This is an optimization exercise on Yosys and OpenROAD, whose aim is small area and a short achievable clock period, not a production implementation.
At most, simulation tests tie the RTL to the original design; equivalence was not proved.
No activity file was given, so power comes from the tool's default toggle rates.

==> flow/design.v (excerpt) <==
module  fir(
	input clk,
	input rst_n,
	input enable,
	input [2:0] tap,		 
	input [15:0] data_in,
	output [17:0] data_out,
	output complete
);
Size in the first run: about 580 cells after synthesis, about 210 flip-flops, roughly 41 I/O pins, about 8500 µm² of cells after synthesis.
==> module fir, before the edit <==
module  fir(
	input clk,
	input rst_n,
	input enable,
	input [2:0] tap,		 
	input [15:0] data_in,
	output [17:0] data_out,
	output complete
);
reg [15:0] d1;			 
reg v1, v2, v3, done;		 
reg [5:2] ld;			 
reg [15:0] h1, h2;		 
reg [2:0] h2c;			 
reg [15:0] h3, h4, h5;		 
reg [17:0] e2s, e2c, b2c;	 
reg [17:0] p3, g3;		 
reg [17:0] result;
always @(posedge clk)
	d1 <= data_in;
always @(posedge clk or negedge rst_n) begin
	if (!rst_n) begin
		v1 <= 1'b0;
		v2 <= 1'b0;
		v3 <= 1'b0;
		done <= 1'b0;
		ld <= 4'b0;
	end else begin
		v1 <= enable;
		v2 <= v1;
		v3 <= v2;
		done <= v3;
		ld[2] <= enable & (tap > 3'd2);
		ld[3] <= enable & (tap > 3'd3);
		ld[4] <= enable & (tap > 3'd4);
		ld[5] <= enable & (tap > 3'd5);
	end
end
wire [12:0] h1x3_lo = {1'b0, h1[11:0]} + {h1[10:0], 1'b0};
wire [4:0] h1x3_c4 = {1'b0, h1[3:0]} + {h1[2:0], 1'b0};
wire [8:0] h1x3_c8 = {1'b0, h1[7:0]} + {h1[6:0], 1'b0};
wire [2:0] h1c = {h1x3_lo[12], h1x3_c8[8], h1x3_c4[4]};
wire [3:0] t0 = h2[3:0] + {h2[2:0], 1'b0};
wire [3:0] t1 = h2[7:4] + h2[6:3] + h2c[0];
wire [3:0] t2 = h2[11:8] + h2[10:7] + h2c[1];
wire [3:0] t3 = h2[15:12] + h2[14:11] + h2c[2];
wire [15:0] h2x3 = {t3, t2, t1, t0};
always @(posedge clk or negedge rst_n) begin
	if (!rst_n) begin
		h1 <= 0;
		h2 <= 0;
		h2c <= 0;
		h3 <= 0;
		h4 <= 0;
		h5 <= 0;
	end else begin
		if (v1) h1 <= d1;
		if (ld[2]) begin
			h2 <= h1;
			h2c <= h1c;
		end
		if (ld[3]) h3 <= h2x3;
		if (ld[4]) h4 <= h3;
		if (ld[5]) h5 <= h4;
	end
end
wire [17:0] o0 = {2'b0, d1};
wire [17:0] o1 = {2'b0, h1[14:0], 1'b0};
wire [17:0] o2 = {2'b0, h2[14:0], 1'b0};
wire [17:0] o3 = {2'b0, h3};
wire [17:0] o4 = {2'b0, h4};
wire [17:0] o5 = {2'b0, h5};
wire [17:0] a_s = o0 ^ o1 ^ o2;
wire [17:0] a_c = ((o0 & o1) | (o0 & o2) | (o1 & o2)) << 1;
wire [17:0] b_s = o3 ^ o4 ^ o5;
wire [17:0] b_c = ((o3 & o4) | (o3 & o5) | (o4 & o5)) << 1;
wire [17:0] e_s = a_s ^ a_c ^ b_s;
wire [17:0] e_c = ((a_s & a_c) | (a_s & b_s) | (a_c & b_s)) << 1;
always @(posedge clk) begin
	e2s <= e_s;
	e2c <= e_c;
	b2c <= b_c;
end
wire [17:0] f_s = e2s ^ e2c ^ b2c;
wire [17:0] f_c = ((e2s & e2c) | (e2s & b2c) | (e2c & b2c)) << 1;
always @(posedge clk) begin
	p3 <= f_s ^ f_c;
	g3 <= f_s & f_c;
end
wire [17:0] gg1 = g3 | (p3 & {g3[16:0], 1'b0});
wire [17:0] pp1 = p3 & {p3[16:0], 1'b0};
wire [17:0] gg2 = gg1 | (pp1 & {gg1[15:0], 2'b0});
wire [17:0] pp2 = pp1 & {pp1[15:0], 2'b0};
wire [17:0] gg3 = gg2 | (pp2 & {gg2[13:0], 4'b0});
wire [17:0] pp3 = pp2 & {pp2[13:0], 4'b0};
wire [17:0] gg4 = gg3 | (pp3 & {gg3[9:0], 8'b0});
wire [17:0] pp4 = pp3 & {pp3[9:0], 8'b0};
wire [17:0] gg5 = gg4 | (pp4 & {gg4[1:0], 16'b0});
wire [17:0] sum = p3 ^ {gg5[16:0], 1'b0};
always @(posedge clk or negedge rst_n) begin
	if (!rst_n)
		result <= 0;
	else if (v3)
		result <= sum;
end
assign data_out = result;
assign complete = done;
endmodule
export LEC_CHECK = 0
export CAP_MARGIN = 20
export CORE_MARGIN = 2
export CORE_UTILIZATION = 40
export CTS_BUF_LIST = sky130_fd_sc_hd__clkbuf_8
export SETUP_SLACK_MARGIN = 1.9
export SLEW_MARGIN = 20
export TNS_END_PERCENT = 5
create_clock -name core_clock -period 4.0 [get_ports {clk}]
standard.sh (not shown) runs the stock make flow with config.mk's settings and CLKGATE_MAP_FILE= SYNTH_SCRIPT=/design/flow/synth_recipe.tcl, a recipe that flattens the netlist after the stock synthesis.
==> flow/flow/run.sh <==
#!/bin/bash
# The standard ORFS layout (the same make call and settings as
# standard.sh, including its synthesis script), with these changes:
#  - port buffers are buf_2 cells (buffer_ports picks delay cells by itself);
#  - Yosys synth runs with -noabc, so no generic abc pass runs before
#    extract_fa (fewer inverters around the adder cells);
#  - clock tree: clkbuf_8 buffers with a clkbuf_16 at the root, sinks
#    clustered in groups of up to 15,
#    and no dummy load cells.
# make's output goes to make.log and ORFS keeps each step's log under
# orfs/logs; write_def.log holds the DEF export.
set -euo pipefail
W=$(pwd)
make -C "$FLOW_HOME" DESIGN_CONFIG="$W/config.mk" WORK_HOME="$W/orfs" CLKGATE_MAP_FILE= \
  SYNTH_SCRIPT="$W/synth_recipe.tcl" \
  BUFFER_PORTS_ARGS="-buffer_cell sky130_fd_sc_hd__buf_2" \
  SYNTH_ARGS=-noabc \
  CTS_ARGS="-sink_clustering_enable -repair_clock_nets -buf_list sky130_fd_sc_hd__clkbuf_8 -dont_use_dummy_load -root_buf sky130_fd_sc_hd__clkbuf_16 -sink_clustering_size 15 -sink_clustering_max_diameter 100" \
  finish > "$W/make.log" 2>&1
R="$W/orfs/results/$FLOW_PLATFORM/fir/base"
: # left out here: write the final layout as DEF
==> next run, changes <==
--- a/flow/design.v
+++ b/flow/design.v
@@ -85,19 +85,49 @@
 wire [17:0] f_c = ((e2s & e2c) | (e2s & b2c) | (e2c & b2c)) << 1;
 always @(posedge clk) begin
 	p3 <= f_s ^ f_c;
 	g3 <= f_s & f_c;
 end
-wire [17:0] gg1 = g3 | (p3 & {g3[16:0], 1'b0});
-wire [17:0] pp1 = p3 & {p3[16:0], 1'b0};
-wire [17:0] gg2 = gg1 | (pp1 & {gg1[15:0], 2'b0});
-wire [17:0] pp2 = pp1 & {pp1[15:0], 2'b0};
-wire [17:0] gg3 = gg2 | (pp2 & {gg2[13:0], 4'b0});
-wire [17:0] pp3 = pp2 & {pp2[13:0], 4'b0};
-wire [17:0] gg4 = gg3 | (pp3 & {gg3[9:0], 8'b0});
-wire [17:0] pp4 = pp3 & {pp3[9:0], 8'b0};
-wire [17:0] gg5 = gg4 | (pp4 & {gg4[1:0], 16'b0});
+wire [17:0] gg0 = g3, pp0 = p3;
+wire [17:0] gg1, pp1, gg2, pp2, gg3, pp3, gg4, pp4, gg5;
+genvar i;
+generate
+	for (i = 0; i < 18; i = i + 1) begin : pfx
+		if (i % 2 == 1) begin
+			assign gg1[i] = gg0[i] | (pp0[i] & gg0[i-1]);
+			assign pp1[i] = pp0[i] & pp0[i-1];
+		end else begin
+			assign gg1[i] = gg0[i];
+			assign pp1[i] = pp0[i];
+		end
+		if (i % 4 >= 2) begin
+			assign gg2[i] = gg1[i] | (pp1[i] & gg1[i - (i % 4) + 1]);
+			assign pp2[i] = pp1[i] & pp1[i - (i % 4) + 1];
+		end else begin
+			assign gg2[i] = gg1[i];
+			assign pp2[i] = pp1[i];
+		end
+		if (i % 8 >= 4) begin
+			assign gg3[i] = gg2[i] | (pp2[i] & gg2[i - (i % 8) + 3]);
+			assign pp3[i] = pp2[i] & pp2[i - (i % 8) + 3];
+		end else begin
+			assign gg3[i] = gg2[i];
+			assign pp3[i] = pp2[i];
+		end
+		if (i % 16 >= 8) begin
+			assign gg4[i] = gg3[i] | (pp3[i] & gg3[i - (i % 16) + 7]);
+			assign pp4[i] = pp3[i] & pp3[i - (i % 16) + 7];
+		end else begin
+			assign gg4[i] = gg3[i];
+			assign pp4[i] = pp3[i];
+		end
+		if (i >= 16)
+			assign gg5[i] = gg4[i] | (pp4[i] & gg4[15]);
+		else
+			assign gg5[i] = gg4[i];
+	end
+endgenerate
 wire [17:0] sum = p3 ^ {gg5[16:0], 1'b0};
 always @(posedge clk or negedge rst_n) begin
 	if (!rst_n)
 		result <= 0;
 	else if (v3)
Result: Setup slack gets worse by 0.27 ns; first-iteration DRC count rose by a few percent; critical path depth rose by 8; maximum frequency fell by roughly a tenth; wire length barely changes; die area fell by a few percent; cell area fell slightly; global-route usage rose by 0.30 points; core utilization rose by 0.70 points; clock skew fell by 0.024 ns; clock power stays flat; combinational power hardly moves; final cell count fell by a few percent; hold slack barely changes.
The RTL of the second run of this note was laid out without a check of its function.

## old
fir again, from the RTL that the note above started with.
clock: 4.0 ns
lec_check: 0
cap_margin: 20
core_margin: 2
core_utilization: 40
cts_buf_list: sky130_fd_sc_hd__clkbuf_8
setup_slack_margin: 1.9
slew_margin: 20
tns_end_percent: 5
==> flow/flow/run.sh <==
#!/bin/bash
# The standard ORFS layout (same make targets and settings as standard.sh),
# with these changes: port buffers are buf_2 cells instead of the delay
# cells buffer_ports picks by itself; Yosys synth runs with -noabc, so its generic abc pass does not run before extract_fa.
# Each tool's output goes to a log file here.
set -euo pipefail
W=$(pwd)
make -C "$FLOW_HOME" DESIGN_CONFIG="$W/config.mk" WORK_HOME="$W/orfs" CLKGATE_MAP_FILE= \
  SYNTH_SCRIPT="$W/synth_recipe.tcl" \
  BUFFER_PORTS_ARGS="-buffer_cell sky130_fd_sc_hd__buf_2" SYNTH_ARGS=-noabc CTS_ARGS="-sink_clustering_enable -repair_clock_nets -buf_list sky130_fd_sc_hd__clkbuf_8 -dont_use_dummy_load" \
  finish > "$W/make.log" 2>&1
R="$W/orfs/results/$FLOW_PLATFORM/fir/base"
: # left out here: write the final layout as DEF
old finished every step from synthesis to the final layout, and the layout passed the timing, design-rule and antenna checks.
Inputs modified between old and new:
==> flow/design.v <==
module  fir(
	input clk,
	input rst_n,
	input enable,
	input [2:0] tap,		 
	input [15:0] data_in,
	output [17:0] data_out,
	output complete
);
reg [15:0] d1, d2;		 
reg v1, v2, v3, done;		 
reg [5:2] ld;			 
reg [15:0] h1, h2;		 
reg [2:0] h2c;			 
reg [15:0] h3, h4, h5;		 
reg [17:0] s3, c3;		 
reg [17:0] result;
always @(posedge clk) begin
	d1 <= data_in;
	d2 <= d1;
end
always @(posedge clk or negedge rst_n) begin
	if (!rst_n) begin
		v1 <= 1'b0;
		v2 <= 1'b0;
		v3 <= 1'b0;
		done <= 1'b0;
		ld <= 4'b0;
	end else begin
		v1 <= enable;
		v2 <= v1;
		v3 <= v2;
		done <= v3;
		ld[2] <= v1 & (tap > 3'd2);
		ld[3] <= v1 & (tap > 3'd3);
		ld[4] <= v1 & (tap > 3'd4);
		ld[5] <= v1 & (tap > 3'd5);
	end
end
wire [12:0] h1x3_lo = {1'b0, h1[11:0]} + {h1[10:0], 1'b0};
wire [4:0] h1x3_c4 = {1'b0, h1[3:0]} + {h1[2:0], 1'b0};
wire [8:0] h1x3_c8 = {1'b0, h1[7:0]} + {h1[6:0], 1'b0};
wire [2:0] h1c = {h1x3_lo[12], h1x3_c8[8], h1x3_c4[4]};
wire [3:0] t0 = h2[3:0] + {h2[2:0], 1'b0};
wire [3:0] t1 = h2[7:4] + h2[6:3] + h2c[0];
wire [3:0] t2 = h2[11:8] + h2[10:7] + h2c[1];
wire [3:0] t3 = h2[15:12] + h2[14:11] + h2c[2];
wire [15:0] h2x3 = {t3, t2, t1, t0};
always @(posedge clk or negedge rst_n) begin
	if (!rst_n) begin
		h1 <= 0;
		h2 <= 0;
		h2c <= 0;
		h3 <= 0;
		h4 <= 0;
		h5 <= 0;
	end else begin
		if (v2) h1 <= d2;
		if (ld[2]) begin
			h2 <= h1;
			h2c <= h1c;
		end
		if (ld[3]) h3 <= h2x3;
		if (ld[4]) h4 <= h3;
		if (ld[5]) h5 <= h4;
	end
end
wire [17:0] o0 = {2'b0, d2};
wire [17:0] o1 = {2'b0, h1[14:0], 1'b0};
wire [17:0] o2 = {2'b0, h2[14:0], 1'b0};
wire [17:0] o3 = {2'b0, h3};
wire [17:0] o4 = {2'b0, h4};
wire [17:0] o5 = {2'b0, h5};
wire [17:0] a_s = o0 ^ o1 ^ o2;
wire [17:0] a_c = ((o0 & o1) | (o0 & o2) | (o1 & o2)) << 1;
wire [17:0] b_s = o3 ^ o4 ^ o5;
wire [17:0] b_c = ((o3 & o4) | (o3 & o5) | (o4 & o5)) << 1;
wire [17:0] e_s = a_s ^ a_c ^ b_s;
wire [17:0] e_c = ((a_s & a_c) | (a_s & b_s) | (a_c & b_s)) << 1;
wire [17:0] f_s = e_s ^ e_c ^ b_c;
wire [17:0] f_c = ((e_s & e_c) | (e_s & b_c) | (e_c & b_c)) << 1;
always @(posedge clk) begin
	s3 <= f_s;
	c3 <= f_c;
end
always @(posedge clk or negedge rst_n) begin
	if (!rst_n)
		result <= 0;
	else if (v3)
		result <= s3 + c3;
end
assign data_out = result;
assign complete = done;
endmodule
new ran to completion and came out clean on the timing, design-rule and antenna checks.
Total clock buffers created by CTS, old and new, higher one = old.
new: wire length of the first global-routing pass 4.7% below old
Area used by multi-input combinational logic (lower): new
Looking at final clock period utilization by the worst path, new sits 7.2 points above old.
Route | new vs old | wire shorter in new
Non-clock buffer share of cell area: old and new compared, higher one is new
Worst hold margin in new is 0.018 ns lower than in old
Lower total stage count of the critical path among old and new: old
A launch point of the worst path of result[0]$_DFFE_PN0P_ is what old shows, while h1[9]$_DFFE_PN0P_ belongs to new.
The estimated power of new ends up lower than the estimate for old.
new -> old: cell depth of the worst flop-to-flop path delta 0, exact match
Going from old to new, setup skew after layout shows a reduction of 0.0039 ns, required arrival time at the worst endpoint shows an increase of 1.10 ns.
Area of the mapped netlist: new vs old down 8.9%
The maximum resistive drop on vdd in new is 1.2 times that in old.

==> re-timing with driven ports <==
Ports are ideal in the flow. The routed layouts listed here were re-timed in OpenROAD.
Step 1, drivers: a clkbuf_16 drives clk and a buf_2 each remaining input, both assumed.
Step 2 also shifts input and output timing later by t, the mid clock arrival at the registers, as if the neighbouring blocks saw the same clock.
Slacks: ideal ports / drivers / drivers and shift; pairs: ideal ports / drivers.
run | t, ns | setup slack, ns | hold slack, ns | worst slew at a driven data input, ns
the first run of note 1 | 0.494 | 2.188 / 2.148 / 2.222 | 0.337 / 0.337 / 0.337 | 0.03
the second run of note 1 | 0.492 | 1.920 / 1.920 / 1.920 | 0.337 / 0.337 / 0.337 | 0.04
old | 0.516 | 2.183 / 2.149 / 2.228 | 0.336 / 0.336 / 0.336 | 0.03
new | 0.473 | 1.895 / 1.895 / 1.895 | 0.318 / 0.318 / 0.318 | 0.03
After both steps every run listed still meets setup and hold.
